This is an optimization exercise on Yosys and OpenROAD, whose aim is small area, a short achievable clock period and few clock cycles per item, not a production implementation. RTL that was checked went through simulation tests only; none was proved equivalent to the original.

==> inputs of job 1529 <==
Design sqrt_binary_search, start of the top module:
module sqrt_binary_search (
    input  logic        clk,
    input  logic        rst,         
    input  logic        valid_in,
    input  logic [15:0] x,           
    output logic [15:0] x_sqrt,      
    output logic        valid_out
);
==> module sqrt_binary_search, before the edit <==
module sqrt_binary_search (
    input  logic        clk,
    input  logic        rst,         
    input  logic        valid_in,
    input  logic [15:0] x,           
    output logic [15:0] x_sqrt,      
    output logic        valid_out
);
    wire [2:0] s_a0 = {1'b0, x[15:14]};
    wire [3:0] s_d0 = {1'b0, s_a0} - {2'b00, 2'b01};
    wire s_g0 = ~s_d0[3];
    wire [0:0] s_q1 = s_g0;
    wire [1:0] s_r1 = s_g0 ? s_d0[1:0] : s_a0[1:0];
    wire [3:0] s_a1 = {s_r1, x[13:12]};
    wire [4:0] s_d1 = {1'b0, s_a1} - {2'b00, {s_q1, 2'b01}};
    wire s_g1 = ~s_d1[4];
    wire [1:0] s_q2 = {s_q1, s_g1};
    wire [2:0] s_r2 = s_g1 ? s_d1[2:0] : s_a1[2:0];
    wire [4:0] s_a2 = {s_r2, x[11:10]};
    wire [5:0] s_d2 = {1'b0, s_a2} - {2'b00, {s_q2, 2'b01}};
    wire s_g2 = ~s_d2[5];
    wire [2:0] s_q3 = {s_q2, s_g2};
    wire [3:0] s_r3 = s_g2 ? s_d2[3:0] : s_a2[3:0];
    wire [5:0] s_a3 = {s_r3, x[9:8]};
    wire [6:0] s_d3 = {1'b0, s_a3} - {2'b00, {s_q3, 2'b01}};
    wire s_g3 = ~s_d3[6];
    wire [3:0] s_q4 = {s_q3, s_g3};
    wire [4:0] s_r4 = s_g3 ? s_d3[4:0] : s_a3[4:0];
    wire [6:0] s_a4 = {s_r4, x[7:6]};
    wire [7:0] s_d4 = {1'b0, s_a4} - {2'b00, {s_q4, 2'b01}};
    wire s_g4 = ~s_d4[7];
    wire [4:0] s_q5 = {s_q4, s_g4};
    wire [5:0] s_r5 = s_g4 ? s_d4[5:0] : s_a4[5:0];
    wire [7:0] s_a5 = {s_r5, x[5:4]};
    wire [8:0] s_d5 = {1'b0, s_a5} - {2'b00, {s_q5, 2'b01}};
    wire s_g5 = ~s_d5[8];
    wire [5:0] s_q6 = {s_q5, s_g5};
    wire [6:0] s_r6 = s_g5 ? s_d5[6:0] : s_a5[6:0];
    wire [8:0] s_a6 = {s_r6, x[3:2]};
    wire [9:0] s_d6 = {1'b0, s_a6} - {2'b00, {s_q6, 2'b01}};
    wire s_g6 = ~s_d6[9];
    wire [6:0] s_q7 = {s_q6, s_g6};
    wire [7:0] s_r7 = s_g6 ? s_d6[7:0] : s_a6[7:0];
    wire [9:0] s_a7 = {s_r7, x[1:0]};
    wire [10:0] s_d7 = {1'b0, s_a7} - {2'b00, {s_q7, 2'b01}};
    wire s_g7 = ~s_d7[10];
    wire [7:0] s_q8 = {s_q7, s_g7};
    wire [8:0] s_r8 = s_g7 ? s_d7[8:0] : s_a7[8:0];
    logic [7:0] q_r;
    logic [8:0] r_r;
    logic v_r;
    always_ff @(posedge clk) begin
        if (rst) v_r <= 1'b0;
        else     v_r <= valid_in;
        q_r <= s_q8;
        r_r <= s_r8;
    end
    wire [10:0] t_a8 = {r_r, 2'b00};
    wire [11:0] t_d8 = {1'b0, t_a8} - {2'b00, {q_r, 2'b01}};
    wire t_g8 = ~t_d8[11];
    wire [8:0] t_q9 = {q_r, t_g8};
    wire [9:0] t_r9 = t_g8 ? t_d8[9:0] : t_a8[9:0];
    wire [11:0] t_a9 = {t_r9, 2'b00};
    wire [12:0] t_d9 = {1'b0, t_a9} - {2'b00, {t_q9, 2'b01}};
    wire t_g9 = ~t_d9[12];
    wire [9:0] t_q10 = {t_q9, t_g9};
    wire [10:0] t_r10 = t_g9 ? t_d9[10:0] : t_a9[10:0];
    wire [12:0] t_a10 = {t_r10, 2'b00};
    wire [13:0] t_d10 = {1'b0, t_a10} - {2'b00, {t_q10, 2'b01}};
    wire t_g10 = ~t_d10[13];
    wire [10:0] t_q11 = {t_q10, t_g10};
    wire [11:0] t_r11 = t_g10 ? t_d10[11:0] : t_a10[11:0];
    wire [13:0] t_a11 = {t_r11, 2'b00};
    wire [14:0] t_d11 = {1'b0, t_a11} - {2'b00, {t_q11, 2'b01}};
    wire t_g11 = ~t_d11[14];
    wire [11:0] t_q12 = {t_q11, t_g11};
    assign x_sqrt    = {4'd0, t_q12};
    assign valid_out = v_r;
endmodule
Settings: LEC_CHECK=0, ABC_AREA=1, CAP_MARGIN=20, CORE_MARGIN=2, CORE_UTILIZATION=40, SLEW_MARGIN=20; clock period 11.0 ns.
run.sh (not shown) runs the stock make flow with config.mk's settings and CLKGATE_MAP_FILE= SYNTH_SCRIPT=/design/flow/synth_recipe.tcl, a recipe that flattens the netlist after the stock synthesis.
==> inputs of job 5031, as changes to job 1529 <==
--- a/flow/design.v
+++ b/flow/design.v
@@ -36,29 +36,31 @@
     wire s_g5 = ~s_d5[8];
     wire [5:0] s_q6 = {s_q5, s_g5};
     wire [6:0] s_r6 = s_g5 ? s_d5[6:0] : s_a5[6:0];
-    wire [8:0] s_a6 = {s_r6, x[3:2]};
-    wire [9:0] s_d6 = {1'b0, s_a6} - {2'b00, {s_q6, 2'b01}};
-    wire s_g6 = ~s_d6[9];
-    wire [6:0] s_q7 = {s_q6, s_g6};
-    wire [7:0] s_r7 = s_g6 ? s_d6[7:0] : s_a6[7:0];
-    wire [9:0] s_a7 = {s_r7, x[1:0]};
-    wire [10:0] s_d7 = {1'b0, s_a7} - {2'b00, {s_q7, 2'b01}};
-    wire s_g7 = ~s_d7[10];
-    wire [7:0] s_q8 = {s_q7, s_g7};
-    wire [8:0] s_r8 = s_g7 ? s_d7[8:0] : s_a7[8:0];
-    logic [7:0] q_r;
-    logic [8:0] r_r;
+    logic [5:0] q_r;
+    logic [6:0] r_r;
+    logic [3:0] x_r;
     logic v_r;
     always_ff @(posedge clk) begin
         if (rst) v_r <= 1'b0;
         else     v_r <= valid_in;
-        q_r <= s_q8;
-        r_r <= s_r8;
+        q_r <= s_q6;
+        r_r <= s_r6;
+        x_r <= x[3:0];
     end
-    wire [10:0] t_a8 = {r_r, 2'b00};
-    wire [11:0] t_d8 = {1'b0, t_a8} - {2'b00, {q_r, 2'b01}};
+    wire [8:0] t_a6 = {r_r, x_r[3:2]};
+    wire [9:0] t_d6 = {1'b0, t_a6} - {2'b00, {q_r, 2'b01}};
+    wire t_g6 = ~t_d6[9];
+    wire [6:0] t_q7 = {q_r, t_g6};
+    wire [7:0] t_r7 = t_g6 ? t_d6[7:0] : t_a6[7:0];
+    wire [9:0] t_a7 = {t_r7, x_r[1:0]};
+    wire [10:0] t_d7 = {1'b0, t_a7} - {2'b00, {t_q7, 2'b01}};
+    wire t_g7 = ~t_d7[10];
+    wire [7:0] t_q8 = {t_q7, t_g7};
+    wire [8:0] t_r8 = t_g7 ? t_d7[8:0] : t_a7[8:0];
+    wire [10:0] t_a8 = {t_r8, 2'b00};
+    wire [11:0] t_d8 = {1'b0, t_a8} - {2'b00, {t_q8, 2'b01}};
     wire t_g8 = ~t_d8[11];
-    wire [8:0] t_q9 = {q_r, t_g8};
+    wire [8:0] t_q9 = {t_q8, t_g8};
     wire [9:0] t_r9 = t_g8 ? t_d8[9:0] : t_a8[9:0];
     wire [11:0] t_a9 = {t_r9, 2'b00};
     wire [12:0] t_d9 = {1'b0, t_a9} - {2'b00, {t_q9, 2'b01}};
--- a/flow/config.mk
+++ b/flow/config.mk
@@ -5,7 +5,6 @@
 export SDC_FILE = /design/flow/constraint.sdc
 export NUM_CORES = 4
 export LEC_CHECK = 0
-export ABC_AREA = 1
 export CAP_MARGIN = 20
 export CORE_MARGIN = 2
 export CORE_UTILIZATION = 40
==> comparison <==
- Job 1529 went through all stages and came out clean. Job 5031 completed and failed the layout checks on setup timing.
- Hold slack: job 1529 is higher than job 5031 (0.12 ns).
- Against job 5031, the non-clock buffer count of job 1529 is lower by 113.
- Wire length: job 5031 is larger than job 1529 (27%).
- Final cell count: job 5031 is larger than job 1529 (0.36%).
- Between job 1529 and job 5031, the lower maximum frequency is in job 5031 (gap 15%, measured against job 5031).
- In job 1529 the die area is lower than in job 5031, by about 4%.
- Cell area: job 5031 is higher than job 1529 (about 30%).
- In clock-buffer cell count, job 1529 and job 5031 do not differ.
==> figures <==
Status: job 5031 finished with violations; job 1529 complete, no violations
Violated checks: job 5031 setup timing; job 1529 -
Start-to-end type of the worst setup path: job 5031 reg -> out; job 1529 in -> reg
Buf+Inv Stages, Crit Path: job 5031 7; job 1529 17
Buffers outside the clock class: job 5031 170; job 1529 57
Multi-input logic area: job 5031 4010 um^2; job 1529 3180 um^2
Fraction of synthesized area in multiplexers: job 5031 7.91%; job 1529 0.251%
Synth Area in Simple Gates: job 5031 18.0%; job 1529 34.1%
GPL Wtd Cong: job 5031 0.850; job 1529 0.898
Achievable Freq: job 5031 0.0858 GHz; job 1529 0.0986 GHz
TNS Setup: job 5031 -0.654 ns; job 1529 0 ns
Required time worst endpoint: job 5031 8.80 ns; job 1529 11.14 ns
Area post-placement: job 5031 5830 um^2; job 1529 4400 um^2
Post-DP HPWL: job 5031 10100 um; job 1529 8170 um
Met2 routed wirelength: job 5031 6240 um; job 1529 4930 um
Distinct cells, synth: job 5031 73; job 1529 41
Adder-Cell Fraction of Synth Area: job 5031 21.4%; job 1529 22.4%
Count of fill cells added during filler insertion: job 5031 891; job 1529 1003
Area grow syn2layout: job 5031 49.2%; job 1529 18.3%
Testbench counts of job 5031, summed over its fixed seeds: cycles 262,148, items 262,144.
Only the layout flow was run in job 1529; the RTL was not checked for function there.

========
==> job 8148: inputs <==
Another version of the RTL of sqrt_binary_search (not shown whole).
==> flow/config.mk <==
export PLATFORM = sky130hd
export DESIGN_NAME = sqrt_binary_search
export DESIGN_NICKNAME = sqrt_binary_search
export VERILOG_FILES = /design/flow/design.v
export SDC_FILE = /design/flow/constraint.sdc
export NUM_CORES = 4
export LEC_CHECK = 0
export ABC_AREA = 1
export CAP_MARGIN = 20
export CORE_MARGIN = 2
export CORE_UTILIZATION = 40
export SETUP_SLACK_MARGIN = 1.5
export SLEW_MARGIN = 20
==> flow/constraint.sdc <==
create_clock -name core_clock -period 11.0 [get_ports {clk}]
set_input_delay 2.2000 -clock core_clock [delete_from_list [all_inputs] [get_ports {clk}]]
set_output_delay 2.2000 -clock core_clock [all_outputs]
set_load 0.01 [all_outputs]
standard.sh (not shown) runs the stock make flow with config.mk's settings and CLKGATE_MAP_FILE= SYNTH_SCRIPT=/design/flow/synth_recipe.tcl, a recipe that flattens the netlist after the stock synthesis.
==> flow/flow/run.sh <==
#!/bin/bash
set -e
cp standard.sh standard_sh.log
cp synth_recipe.tcl synth_recipe_tcl.log
export BUFFER_PORTS_ARGS="-buffer_cell sky130_fd_sc_hd__buf_2"
bash standard.sh > standard.log 2>&1
==> inputs of job 7450, as changes to job 8148 <==
--- a/flow/design.v
+++ b/flow/design.v
@@ -417,30 +417,27 @@
     assign s_p7_4[7] = s_p7_3[7];
     assign s_g7_4[8] = s_g7_3[8] | (s_p7_3[8] & s_g7_3[7]);
     assign s_p7_4[8] = s_p7_3[8] & s_p7_3[7];
     assign s_g7_4[9] = s_g7_3[9] | (s_p7_3[9] & s_g7_3[7]);
     assign s_p7_4[9] = s_p7_3[9] & s_p7_3[7];
     wire [9:0] s_c7 = {s_g7_4[8:0], 1'b0};
     wire [9:0] s_r8 = s_a7 ^ (s_o7 ^ s_c7);
     wire [7:0] s_q8 = {s_q7, ~s_r8[9]};
-    logic s_r;                
-    logic [6:0] o_r;      
+    logic [7:0] q_r;
     logic [9:0] r_r;
     logic v_r;
     always_ff @(posedge clk) begin
         if (rst) v_r <= 1'b0;
         else     v_r <= valid_in;
-        s_r <= s_q8[0];
-        o_r <= s_q8[7:1] ^ {7{s_q8[0]}};
+        q_r <= s_q8;
         r_r <= s_r8;
     end
-    wire [7:0] q_r = {o_r ^ {7{s_r}}, s_r};
     wire [10:0] t_a8 = {r_r[8:0], 2'b00};
-    wire [10:0] t_o8 = {s_r, o_r, 1'b0, 2'b11};
+    wire [10:0] t_o8 = {q_r[0], q_r ^ {8{q_r[0]}}, 2'b11};
     wire [10:0] t_g8_0 = t_a8 & t_o8;
     wire [10:0] t_p8_0 = t_a8 | t_o8;
     wire [10:0] t_g8_1, t_p8_1;
     assign t_g8_1[0] = t_g8_0[0];
     assign t_p8_1[0] = t_p8_0[0];
     assign t_g8_1[1] = t_g8_0[1] | (t_p8_0[1] & t_g8_0[0]);
     assign t_p8_1[1] = t_p8_0[1] & t_p8_0[0];
     assign t_g8_1[2] = t_g8_0[2];
==> flow/flow/run.sh (replaced) <==
#!/bin/bash
# The standard layout (standard.sh), with two changes:
#  - no adder-cell mapping in synthesis (ADDER_MAP_FILE empty): ABC maps the
#    adders from plain gates instead of the slow ha/fa cells;
#  - buf_2 cells as the port buffers (buffer_ports otherwise picks the slow
#    clkdlybuf4s50_1).
set -e
export ADDER_MAP_FILE=
export BUFFER_PORTS_ARGS="-buffer_cell sky130_fd_sc_hd__buf_2"
bash standard.sh > standard.log 2>&1
Settings changed: CORE_UTILIZATION 40 to 65, PLACE_DENSITY set to 0.85.
==> inputs of job 3898, as changes to job 8148 <==
--- a/flow/design.v
+++ b/flow/design.v
@@ -417,30 +417,27 @@
     assign s_p7_4[7] = s_p7_3[7];
     assign s_g7_4[8] = s_g7_3[8] | (s_p7_3[8] & s_g7_3[7]);
     assign s_p7_4[8] = s_p7_3[8] & s_p7_3[7];
     assign s_g7_4[9] = s_g7_3[9] | (s_p7_3[9] & s_g7_3[7]);
     assign s_p7_4[9] = s_p7_3[9] & s_p7_3[7];
     wire [9:0] s_c7 = {s_g7_4[8:0], 1'b0};
     wire [9:0] s_r8 = s_a7 ^ (s_o7 ^ s_c7);
     wire [7:0] s_q8 = {s_q7, ~s_r8[9]};
-    logic s_r;                
-    logic [6:0] o_r;      
+    logic [7:0] q_r;
     logic [9:0] r_r;
     logic v_r;
     always_ff @(posedge clk) begin
         if (rst) v_r <= 1'b0;
         else     v_r <= valid_in;
-        s_r <= s_q8[0];
-        o_r <= s_q8[7:1] ^ {7{s_q8[0]}};
+        q_r <= s_q8;
         r_r <= s_r8;
     end
-    wire [7:0] q_r = {o_r ^ {7{s_r}}, s_r};
     wire [10:0] t_a8 = {r_r[8:0], 2'b00};
-    wire [10:0] t_o8 = {s_r, o_r, 1'b0, 2'b11};
+    wire [10:0] t_o8 = {q_r[0], q_r ^ {8{q_r[0]}}, 2'b11};
     wire [10:0] t_g8_0 = t_a8 & t_o8;
     wire [10:0] t_p8_0 = t_a8 | t_o8;
     wire [10:0] t_g8_1, t_p8_1;
     assign t_g8_1[0] = t_g8_0[0];
     assign t_p8_1[0] = t_p8_0[0];
     assign t_g8_1[1] = t_g8_0[1] | (t_p8_0[1] & t_g8_0[0]);
     assign t_p8_1[1] = t_p8_0[1] & t_p8_0[0];
     assign t_g8_1[2] = t_g8_0[2];
==> flow/flow/run.sh (replaced) <==
#!/bin/bash
# The standard layout (standard.sh), with two changes:
#  - no adder-cell mapping in synthesis (ADDER_MAP_FILE empty): ABC maps the
#    adders from plain gates instead of the slow ha/fa cells;
#  - buf_2 cells as the port buffers (buffer_ports otherwise picks the slow
#    clkdlybuf4s50_1).
set -e
export ADDER_MAP_FILE=
export BUFFER_PORTS_ARGS="-buffer_cell sky130_fd_sc_hd__buf_2"
bash standard.sh > standard.log 2>&1
Settings changed: SETUP_SLACK_MARGIN 1.5 to 4.5.
==> comparison <==
- Worst setup slack: job 3898 > job 7450 > job 8148.
- The lowest die area belongs to job 7450, the highest to job 8148.
- Final cell count, highest first: job 3898, job 8148, job 7450.
Testbench counts of job 7450, summed over its fixed seeds: cycles 262,148, items 262,144.
Testbench counts of job 3898, summed over its fixed seeds: cycles 262,148, items 262,144.
The RTL of job 8148 was laid out without a check of its function.

-- afterwards: timing with drivers on the ports --
No port has a modelled driver above. Below, the same layouts with a new extraction and two added sets of constraints.
Step 1: set_driving_cell puts a clkbuf_16 on clk and a buf_2 on each other input, an assumption about the parent block.
Step 2, shift: input delay + t, output delay - t, t = (earliest + latest rising clock arrival at the registers) / 2. This alone moves slack from input paths to output paths.
Slacks: no drivers / after step 1 / after step 2; pairs: no drivers / after step 1.
run | t, ns | slack for setup (ns) | cell pins on the clock port's net
job 1529 | 0.276 | 0.858 / 0.859 / 0.583 | 1
job 5031 | 0.308 | -0.654 / -0.682 / -0.374 | 1
job 8148 | 0.273 | 2.123 / 2.130 / 1.858 | 1
job 7450 | 0.269 | 2.972 / 2.947 / 3.216 | 1
job 3898 | 0.285 | 3.876 / 3.851 / 4.083 | 1
The setup slack of job 1529, which loses most, moves by +0.001 ns with the drivers and by -0.275 ns with both steps.
